What follows belongs to an exercise in optimizing a design on an open flow for small area; a production flow would make more cautious choices.
Where RTL was checked, it was by simulation tests only, not by an equivalence proof against the original.
No activity file was given, so power comes from the tool's default toggle rates.

==> 08-24 <==
==> flow/design.v <==
module saat
 # (
    parameter BIR_SANIYE = 12_000
   )
   (
    input sys_clk,
    input rst_n,
    input button_1,
    input button_2,
    output reg [2:0] led,
    output [7:0] segment,
    output reg [3:0] digit
   );
localparam CC_END = BIR_SANIYE / 600;
localparam RC_END = BIR_SANIYE / 1000;
function [13:0] lfsr;
  input integer w;
  input integer n;
  integer i;
  reg fb;
  begin
    lfsr = 0;
    for (i = 0; i < n; i = i + 1) begin
      case (w)
        5:  fb = ~(lfsr[4] ^ lfsr[2]);
        11: fb = ~(lfsr[10] ^ lfsr[8]);
        default: fb = ~(lfsr[13] ^ lfsr[12] ^ lfsr[11] ^ lfsr[1]);
      endcase
      lfsr = {lfsr[12:0], fb} & ((14'd1 << w) - 1);
    end
  end
endfunction
localparam [10:0] T_OVF = lfsr(11, 60 * (CC_END + 1));
localparam [13:0] Z_END = lfsr(14, BIR_SANIYE);
localparam [4:0]  R_END = lfsr(5, 2 * RC_END + 1);
localparam [4:0]  R_REF = lfsr(5, RC_END);
reg [10:0] t;
reg [13:0] z;
reg [4:0]  r;
reg [2:0] mt;
reg [3:0] mu;
reg [1:0] ht;
reg [3:0] hu;
reg [3:0] code;
wire b1 = ~button_1;
wire b2 = ~button_2;
wire both = b1 & b2;
wire any = b1 | b2;
wire s_ovf = (t == T_OVF);
wire z_end = (z == Z_END);
wire m_ovf = mt[2] & mt[1];
wire h_ovf = ht[1] & hu[2];
wire m_btn = b2 & z_end;
wire h_btn = b1 & z_end;
wire m_inc = m_btn | (~m_ovf & s_ovf);
wire m_clr = ~m_btn & (m_ovf | (both & ~s_ovf));
wire h_inc = h_btn | (~h_ovf & m_ovf);
wire h_clr = ~h_btn & (h_ovf | (both & ~m_ovf));
wire refresh = (r == R_REF);
wire t_fb = ~(t[10] ^ t[8]);
wire z_fb = ~(z[13] ^ z[12] ^ z[11] ^ z[1]);
wire r_fb = ~(r[4] ^ r[2]);
always @(posedge sys_clk) begin
  if (!rst_n) begin
    t <= 0; z <= 0; r <= 0;
    mt <= 0; mu <= 0; ht <= 0; hu <= 0;
    digit <= 4'b1111;
    code <= 4'd15;
    led <= 3'b000;
  end else begin
    led <= {3{~any}};
    if (both) t <= 0;
    else if (s_ovf) t <= (CC_END > 0) ? 11'd1 : 11'd0;
    else t <= {t[9:0], t_fb};
    if (any) begin
      if (z_end) z <= 0;
      else z <= {z[12:0], z_fb};
    end
    if (r == R_END) r <= 0;
    else r <= {r[3:0], r_fb};
    if (m_clr) begin
      mt <= 0; mu <= 0;
    end else if (m_inc) begin
      if (mu == 4'd9) begin mu <= 0; mt <= mt + 1'b1; end
      else mu <= mu + 1'b1;
    end
    if (h_clr) begin
      ht <= 0; hu <= 0;
    end else if (h_inc) begin
      if (hu == 4'd9) begin hu <= 0; ht <= ht + 1'b1; end
      else hu <= hu + 1'b1;
    end
    if (refresh) begin
      digit <= {digit[2:0], ~&digit[2:0]};
      case (digit)
        4'b1110: code <= mu;
        4'b1101: if (~m_ovf) code <= {1'b0, mt};
        4'b1011: code <= hu;
        4'b0111: code <= {2'b00, ht};
        default: ;
      endcase
    end
  end
end
localparam [15:0] SA = 16'b0000_0011_1110_1101;
localparam [15:0] SB = 16'b0000_0011_1001_1111;
localparam [15:0] SC = 16'b0000_0011_1111_1011;
localparam [15:0] SD = 16'b0000_0011_0110_1101;
localparam [15:0] SE = 16'b0000_0001_0100_0101;
localparam [15:0] SF = 16'b0000_0011_0111_0001;
localparam [15:0] SG = 16'b0000_0011_0111_1100;
wire [6:0] seg = {SG[code], SF[code], SE[code], SD[code], SC[code], SB[code], SA[code]};
assign segment = {~digit[3], seg};
endmodule
==> flow/run.sh <==
#!/bin/bash
# synth_recipe.tcl (not shown) runs the flow's synth.tcl, then flattens the netlist and writes it again
# the make line also repeats each setting of config.mk as NAME=value (left out here)
make -C /OpenROAD-flow-scripts/flow DESIGN_CONFIG=/design/flow/config.mk WORK_HOME=/design/flow/orfs CLKGATE_MAP_FILE= SYNTH_SCRIPT=/design/flow/synth_recipe.tcl finish
==> flow/config.mk <==
export PLATFORM = sky130hd
export DESIGN_NAME = saat
export DESIGN_NICKNAME = saat
export VERILOG_FILES = /design/flow/design.v
export SDC_FILE = /design/flow/constraint.sdc
export NUM_CORES = 4
export LEC_CHECK = 0
export CAP_MARGIN = 20
export CORE_MARGIN = 2
export CORE_UTILIZATION = 40
export SLEW_MARGIN = 20
==> flow/constraint.sdc <==
create_clock -name core_clock -period 10.0 [get_ports {sys_clk}]
set_input_delay 2.0000 -clock core_clock [delete_from_list [all_inputs] [get_ports {sys_clk}]]
set_output_delay 2.0000 -clock core_clock [all_outputs]
set_load 0.01 [all_outputs]
==> 03-12 (differences from 08-24) <==
==> flow/design.v (replaced) <==
module saat
 # (
    parameter BIR_SANIYE = 12_000,
    parameter [10:0] M_T = 0,
    parameter [13:0] M_Z = 0,
    parameter [4:0]  M_R = 0,
    parameter [2:0]  M_MT = 0,
    parameter [3:0]  M_MU = 0,
    parameter [1:0]  M_HT = 0,
    parameter [3:0]  M_HU = 0,
    parameter [3:0]  M_C = 0,
    parameter [1:0]  M_P = 0,
    parameter        M_I = 0,
    parameter        M_L = 0
   )
   (
    input sys_clk,
    input rst_n,
    input button_1,
    input button_2,
    output [2:0] led,
    output [7:0] segment,
    output [3:0] digit
   );
localparam CC_END = BIR_SANIYE / 600;
localparam RC_END = BIR_SANIYE / 1000;
function [13:0] lfsr;
  input integer w;
  input integer n;
  integer i;
  reg fb;
  begin
    lfsr = 0;
    for (i = 0; i < n; i = i + 1) begin
      case (w)
        5:  fb = ~(lfsr[4] ^ lfsr[2]);
        11: fb = ~(lfsr[10] ^ lfsr[8]);
        default: fb = ~(lfsr[13] ^ lfsr[12] ^ lfsr[11] ^ lfsr[1]);
      endcase
      lfsr = {lfsr[12:0], fb} & ((14'd1 << w) - 1);
    end
  end
endfunction
localparam [10:0] T_OVF = lfsr(11, 60 * (CC_END + 1));
localparam [10:0] T_ONE = (CC_END > 0) ? 11'd1 : 11'd0;
localparam [13:0] Z_END = lfsr(14, BIR_SANIYE);
localparam [4:0]  R_END = lfsr(5, 2 * RC_END + 1);
localparam [4:0]  R_REF = lfsr(5, RC_END);
reg [10:0] t_q;
reg [13:0] z_q;
reg [4:0]  r_q;
reg [2:0]  mt_q;
reg [3:0]  mu_q;
reg [1:0]  ht_q;
reg [3:0]  hu_q;
reg [3:0]  c_q;
reg [1:0]  p_q;
reg        i_q;
reg        l_q;
wire [10:0] t  = t_q ^ M_T;
wire [13:0] z  = z_q ^ M_Z;
wire [4:0]  r  = r_q ^ M_R;
wire [2:0]  mt = mt_q ^ M_MT;
wire [3:0]  mu = mu_q ^ M_MU;
wire [1:0]  ht = ht_q ^ M_HT;
wire [3:0]  hu = hu_q ^ M_HU;
wire [3:0]  c  = c_q ^ M_C;
wire [1:0]  p  = p_q ^ M_P;
wire        init = i_q ^ M_I;
wire        l  = l_q ^ M_L;
wire b1 = ~button_1;
wire b2 = ~button_2;
wire both = b1 & b2;
wire any = b1 | b2;
wire s_ovf = (t == T_OVF);
wire z_end = (z == Z_END);
wire m_ovf = mt[2] & mt[1];
wire h_ovf = ht[1] & hu[2];
wire m_btn = b2 & z_end;
wire h_btn = b1 & z_end;
wire m_inc = m_btn | (~m_ovf & s_ovf);
wire m_clr = ~m_btn & (m_ovf | (both & ~s_ovf));
wire h_inc = h_btn | (~h_ovf & m_ovf);
wire h_clr = ~h_btn & (h_ovf | (both & ~m_ovf));
wire refresh = (r == R_REF);
wire t_fb = ~(t[10] ^ t[8]);
wire z_fb = ~(z[13] ^ z[12] ^ z[11] ^ z[1]);
wire r_fb = ~(r[4] ^ r[2]);
reg [10:0] t_n;
reg [13:0] z_n;
reg [4:0]  r_n;
reg [2:0]  mt_n;
reg [3:0]  mu_n;
reg [1:0]  ht_n;
reg [3:0]  hu_n;
reg [3:0]  c_n;
reg [1:0]  p_n;
reg        i_n;
always @* begin
  if (both) t_n = 0;
  else if (s_ovf) t_n = T_ONE;
  else t_n = {t[9:0], t_fb};
  z_n = z;
  if (any) begin
    if (z_end) z_n = 0;
    else z_n = {z[12:0], z_fb};
  end
  if (r == R_END) r_n = 0;
  else r_n = {r[3:0], r_fb};
  mt_n = mt; mu_n = mu;
  if (m_clr) begin
    mt_n = 0; mu_n = 0;
  end else if (m_inc) begin
    if (mu == 4'd9) begin mu_n = 0; mt_n = mt + 1'b1; end
    else mu_n = mu + 1'b1;
  end
  ht_n = ht; hu_n = hu;
  if (h_clr) begin
    ht_n = 0; hu_n = 0;
  end else if (h_inc) begin
    if (hu == 4'd9) begin hu_n = 0; ht_n = ht + 1'b1; end
    else hu_n = hu + 1'b1;
  end
  i_n = init; p_n = p; c_n = c;
  if (refresh) begin
    i_n = 1'b0;
    if (!init) begin
      p_n = p + 1'b1;
      case (p)
        2'd0: c_n = mu;
        2'd1: if (~m_ovf) c_n = {1'b0, mt};
        2'd2: c_n = hu;
        2'd3: c_n = {2'b00, ht};
      endcase
    end
  end
end
always @(posedge sys_clk) begin
  if (!rst_n) begin
    t_q <= M_T; z_q <= M_Z; r_q <= M_R;
    mt_q <= M_MT; mu_q <= M_MU; ht_q <= M_HT; hu_q <= M_HU;
    c_q <= 4'd15 ^ M_C; p_q <= M_P; i_q <= 1'b1 ^ M_I;
    l_q <= M_L;
  end else begin
    t_q <= t_n ^ M_T; z_q <= z_n ^ M_Z; r_q <= r_n ^ M_R;
    mt_q <= mt_n ^ M_MT; mu_q <= mu_n ^ M_MU; ht_q <= ht_n ^ M_HT; hu_q <= hu_n ^ M_HU;
    c_q <= c_n ^ M_C; p_q <= p_n ^ M_P; i_q <= i_n ^ M_I;
    l_q <= ~any ^ M_L;
  end
end
assign led = {3{l}};
assign digit = init ? 4'b1111 : ~(4'b0001 << p);
localparam [15:0] SA = 16'b0000_0011_1110_1101;
localparam [15:0] SB = 16'b0000_0011_1001_1111;
localparam [15:0] SC = 16'b0000_0011_1111_1011;
localparam [15:0] SD = 16'b0000_0011_0110_1101;
localparam [15:0] SE = 16'b0000_0001_0100_0101;
localparam [15:0] SF = 16'b0000_0011_0111_0001;
localparam [15:0] SG = 16'b0000_0011_0111_1100;
assign segment = {~digit[3], SG[c], SF[c], SE[c], SD[c], SC[c], SB[c], SA[c]};
endmodule
==> flow/flow/run.sh (new file) <==
#!/bin/bash
# Own layout flow: the standard synthesis, then the combinational logic between
# the registers re-mapped by ABC for area (registers, their names and cells
# untouched), then the standard layout from floorplan to finish.
set -euo pipefail
cd "$(dirname "$0")/.."
W=$(pwd)
R=$W/orfs/results/$FLOW_PLATFORM/saat/base
YOSYS=$FLOW_HOME/../tools/install/yosys/bin/yosys
LIB=$FLOW_HOME/platforms/$FLOW_PLATFORM/lib/sky130_fd_sc_hd__tt_025C_1v80.lib

bash standard.sh synth > "$W/flow_synth.log" 2>&1
cp "$R/1_2_yosys.v" "$W/std_synth.v"

DONT_USE=$(sed -n '/^export DONT_USE_CELLS/,/^$/p' "$FLOW_HOME/platforms/$FLOW_PLATFORM/config.mk" \
  | tr ' \\' '\n\n' | grep '^sky130_fd_sc_hd__' | sed 's/^/-dont_use /' | tr '\n' ' ')

best=""
best_area=""
for s in flow/abc_a.script flow/abc_b.script flow/abc_c.script; do
  n=$(basename "$s" .script)
  cat > "$W/remap_$n.ys" <<EOY
read_liberty -ignore_miss_func $LIB
read_verilog $W/std_synth.v
hierarchy -top $FLOW_TOP
setattr -mod -set keep_hierarchy 1 sky130_fd_sc_hd__dfxtp_1 sky130_fd_sc_hd__conb_1
flatten
select $FLOW_TOP
rename -hide w:*.*
opt
abc -liberty $LIB $DONT_USE -script $W/$s
opt_clean -purge
hilomap -singleton -hicell sky130_fd_sc_hd__conb_1 HI -locell sky130_fd_sc_hd__conb_1 LO
insbuf -buf sky130_fd_sc_hd__buf_1 A X
splitnets
opt_clean -purge
tee -o $W/remap_$n.stat stat -liberty $LIB
write_verilog -noattr -noexpr -nohex -nodec -selected $W/remap_$n.v
EOY
  if "$YOSYS" -s "$W/remap_$n.ys" > "$W/remap_$n.log" 2>&1; then
    a=$(grep "Chip area" "$W/remap_$n.stat" | awk '{print $NF}')
    echo "$n $a" >> "$W/remap_areas.txt"
    if [[ -z "$best" ]] || awk "BEGIN{exit !($a < $best_area)}"; then
      best=$n; best_area=$a
    fi
  fi
done

if [[ -n "$best" ]]; then
  cp "$W/remap_$best.v" "$R/1_2_yosys.v"
  rm -f "$R/1_synth.odb" "$R/1_synth.sdc"
fi
echo "chosen: ${best:-standard} ${best_area}" >> "$W/remap_areas.txt"

bash standard.sh "BUFFER_PORTS_ARGS=-buffer_cell sky130_fd_sc_hd__buf_1" "CTS_ARGS=-sink_clustering_enable -repair_clock_nets -dont_use_dummy_load" finish > "$W/flow_layout.log" 2>&1
==> flow/flow/abc_a.script (new file) <==
strash
dc2
dch -f
amap
==> flow/flow/abc_b.script (new file) <==
strash
dc2
&get -n
&dch -f
&nf -a
&put
==> flow/flow/abc_c.script (new file) <==
strash
dch -f
map -a
==> flow/standard.sh (new file) <==
#!/bin/bash
# synth_recipe.tcl (not shown) runs the flow's synth.tcl, then flattens the netlist and writes it again
# the make line also repeats each setting of config.mk as NAME=value (left out here)
make -C /OpenROAD-flow-scripts/flow DESIGN_CONFIG=/design/flow/config.mk WORK_HOME=/design/flow/orfs CLKGATE_MAP_FILE= SYNTH_SCRIPT=/design/flow/synth_recipe.tcl "${@:-finish}"
removed: flow/run.sh
==> 12-28 (differences from 08-24) <==
--- a/flow/design.v
+++ b/flow/design.v
@@ -10,5 +10,5 @@
     output reg [2:0] led,
     output [7:0] segment,
-    output reg [3:0] digit
+    output [3:0] digit
    );
 localparam CC_END = BIR_SANIYE / 600;
@@ -42,5 +42,8 @@
 reg [1:0] ht;
 reg [3:0] hu;
+reg       init;
+reg [1:0] p;
 reg [3:0] code;
+assign digit = init ? 4'b1111 : ~(4'b0001 << p);
 wire b1 = ~button_1;
 wire b2 = ~button_2;
@@ -65,5 +68,6 @@
     t <= 0; z <= 0; r <= 0;
     mt <= 0; mu <= 0; ht <= 0; hu <= 0;
-    digit <= 4'b1111;
+    init <= 1'b1;
+    p <= 0;
     code <= 4'd15;
     led <= 3'b000;
@@ -92,12 +96,14 @@
     end
     if (refresh) begin
-      digit <= {digit[2:0], ~&digit[2:0]};
-      case (digit)
-        4'b1110: code <= mu;
-        4'b1101: if (~m_ovf) code <= {1'b0, mt};
-        4'b1011: code <= hu;
-        4'b0111: code <= {2'b00, ht};
-        default: ;
-      endcase
+      init <= 1'b0;
+      if (!init) begin
+        p <= p + 1'b1;
+        case (p)
+          2'd0: code <= mu;
+          2'd1: if (~m_ovf) code <= {1'b0, mt};
+          2'd2: code <= hu;
+          2'd3: code <= {2'b00, ht};
+        endcase
+      end
     end
   end
==> flow/flow/run.sh (new file) <==
#!/bin/bash
# Own layout flow: the standard synthesis, then the combinational logic between
# the registers re-mapped by ABC for area (registers, their names and cells
# untouched), then the standard layout from floorplan to finish.
set -euo pipefail
cd "$(dirname "$0")/.."
W=$(pwd)
R=$W/orfs/results/$FLOW_PLATFORM/saat/base
YOSYS=$FLOW_HOME/../tools/install/yosys/bin/yosys
LIB=$FLOW_HOME/platforms/$FLOW_PLATFORM/lib/sky130_fd_sc_hd__tt_025C_1v80.lib

bash standard.sh synth > "$W/flow_synth.log" 2>&1
cp "$R/1_2_yosys.v" "$W/std_synth.v"

DONT_USE=$(sed -n '/^export DONT_USE_CELLS/,/^$/p' "$FLOW_HOME/platforms/$FLOW_PLATFORM/config.mk" \
  | tr ' \\' '\n\n' | grep '^sky130_fd_sc_hd__' | sed 's/^/-dont_use /' | tr '\n' ' ')

best=""
best_area=""
for s in flow/abc_a.script flow/abc_b.script flow/abc_c.script; do
  n=$(basename "$s" .script)
  cat > "$W/remap_$n.ys" <<EOY
read_liberty -ignore_miss_func $LIB
read_verilog $W/std_synth.v
hierarchy -top $FLOW_TOP
setattr -mod -set keep_hierarchy 1 sky130_fd_sc_hd__dfxtp_1 sky130_fd_sc_hd__conb_1
flatten
select $FLOW_TOP
rename -hide w:*.*
opt
abc -liberty $LIB $DONT_USE -script $W/$s
opt_clean -purge
hilomap -singleton -hicell sky130_fd_sc_hd__conb_1 HI -locell sky130_fd_sc_hd__conb_1 LO
insbuf -buf sky130_fd_sc_hd__buf_1 A X
splitnets
opt_clean -purge
tee -o $W/remap_$n.stat stat -liberty $LIB
write_verilog -noattr -noexpr -nohex -nodec -selected $W/remap_$n.v
EOY
  if "$YOSYS" -s "$W/remap_$n.ys" > "$W/remap_$n.log" 2>&1; then
    a=$(grep "Chip area" "$W/remap_$n.stat" | awk '{print $NF}')
    echo "$n $a" >> "$W/remap_areas.txt"
    if [[ -z "$best" ]] || awk "BEGIN{exit !($a < $best_area)}"; then
      best=$n; best_area=$a
    fi
  fi
done

if [[ -n "$best" ]]; then
  cp "$W/remap_$best.v" "$R/1_2_yosys.v"
  rm -f "$R/1_synth.odb" "$R/1_synth.sdc"
fi
echo "chosen: ${best:-standard} ${best_area}" >> "$W/remap_areas.txt"

bash standard.sh > "$W/flow_layout.log" 2>&1
==> flow/flow/abc_a.script (new file) <==
strash
dc2
dch -f
amap
==> flow/flow/abc_b.script (new file) <==
strash
dc2
&get -n
&dch -f
&nf -a
&put
==> flow/flow/abc_c.script (new file) <==
strash
dch -f
map -a
==> flow/standard.sh (new file) <==
#!/bin/bash
# synth_recipe.tcl (not shown) runs the flow's synth.tcl, then flattens the netlist and writes it again
# the make line also repeats each setting of config.mk as NAME=value (left out here)
make -C /OpenROAD-flow-scripts/flow DESIGN_CONFIG=/design/flow/config.mk WORK_HOME=/design/flow/orfs CLKGATE_MAP_FILE= SYNTH_SCRIPT=/design/flow/synth_recipe.tcl "${@:-finish}"
removed: flow/run.sh
==> comparison <==
The highest cell count belongs to 08-24, the lowest to 03-12. In 08-24 the design area is larger than in 12-28, by 13%. Against 03-12, the clock power of 08-24 is larger by about 20%. Area after synthesis: 03-12 < 12-28 < 08-24. Against 03-12, the sequential share of layout area of 08-24 is lower by 8.4 points. Worst setup slack: 08-24 < 12-28 < 03-12. In sequential cell count, 12-28 and 03-12 do not differ.
==> figures <==
quantity                                                  03-12       08-24       12-28
Die extent in y                                         75.1 µm     83.3 µm     76.8 µm
Sequential-cell power consumption                      0.208 mW    0.215 mW    0.209 mW
Met2 capacity usage during global routing                 21.6%       19.4%       20.7%
Highest attainable clock frequency                      294 MHz     255 MHz     262 MHz
Fraction of standard cell area in multi-input logic       43.5%       48.7%       43.0%
Final core utilization                                    46.7%       46.7%       48.5%
Multi-In Gates                                              156         217         168
Clock buf/inv share                                       3.08%       3.09%       3.59%
Static Leak                                            0.820 nW     1.02 nW    0.896 nW
Starting density of the core                              42.2%       42.0%       41.5%
Routed met3 length                                        92 µm      156 µm      130 µm
Status                         no timing/DRC/antenna violations  no timing/DRC/antenna violations  no timing/DRC/antenna violations
Depth of the most critical reg-to-reg path                    6           5           6
Seq cells                                                    51          52          51
Termination of the worst setup path                    digit[1]  segment[3]  segment[3]
Clk network pwr share                                     31.9%       33.8%       34.7%
Function not checked in 03-12 and 12-28: the RTL went through the layout flow alone.

## separate check: timing with driven ports
Ports are ideal in the flow. The routed layouts listed here were re-timed in OpenROAD. Step 1 (the two cells are an assumption about what drives the block):
set clk [get_ports {sys_clk}]
set_driving_cell -lib_cell sky130_fd_sc_hd__clkbuf_16 $clk
set_driving_cell -lib_cell sky130_fd_sc_hd__buf_2 [delete_from_list [all_inputs] $clk]
Step 2, shift: input delay + t, output delay - t, t = (earliest + latest rising clock arrival at the registers) / 2. This alone moves slack from input paths to output paths. Three values: ideal ports, drivers, drivers and shift; two values: the first two.
run	t (ns)	setup slack, ns	hold slack, ns	pins driven straight from the clock port
08-24	0.329	6.078 / 6.050 / 5.843	0.463 / 0.463 / 0.463	1
03-12	0.314	6.602 / 6.572 / 6.413	0.442 / 0.442 / 0.442	1
12-28	0.327	6.176 / 6.151 / 6.239	0.467 / 0.467 / 0.467	1
After both steps setup and hold are still met in every run listed. The setup slack of 08-24, which loses most, moves by -0.028 ns with the drivers and by -0.235 ns with both steps.
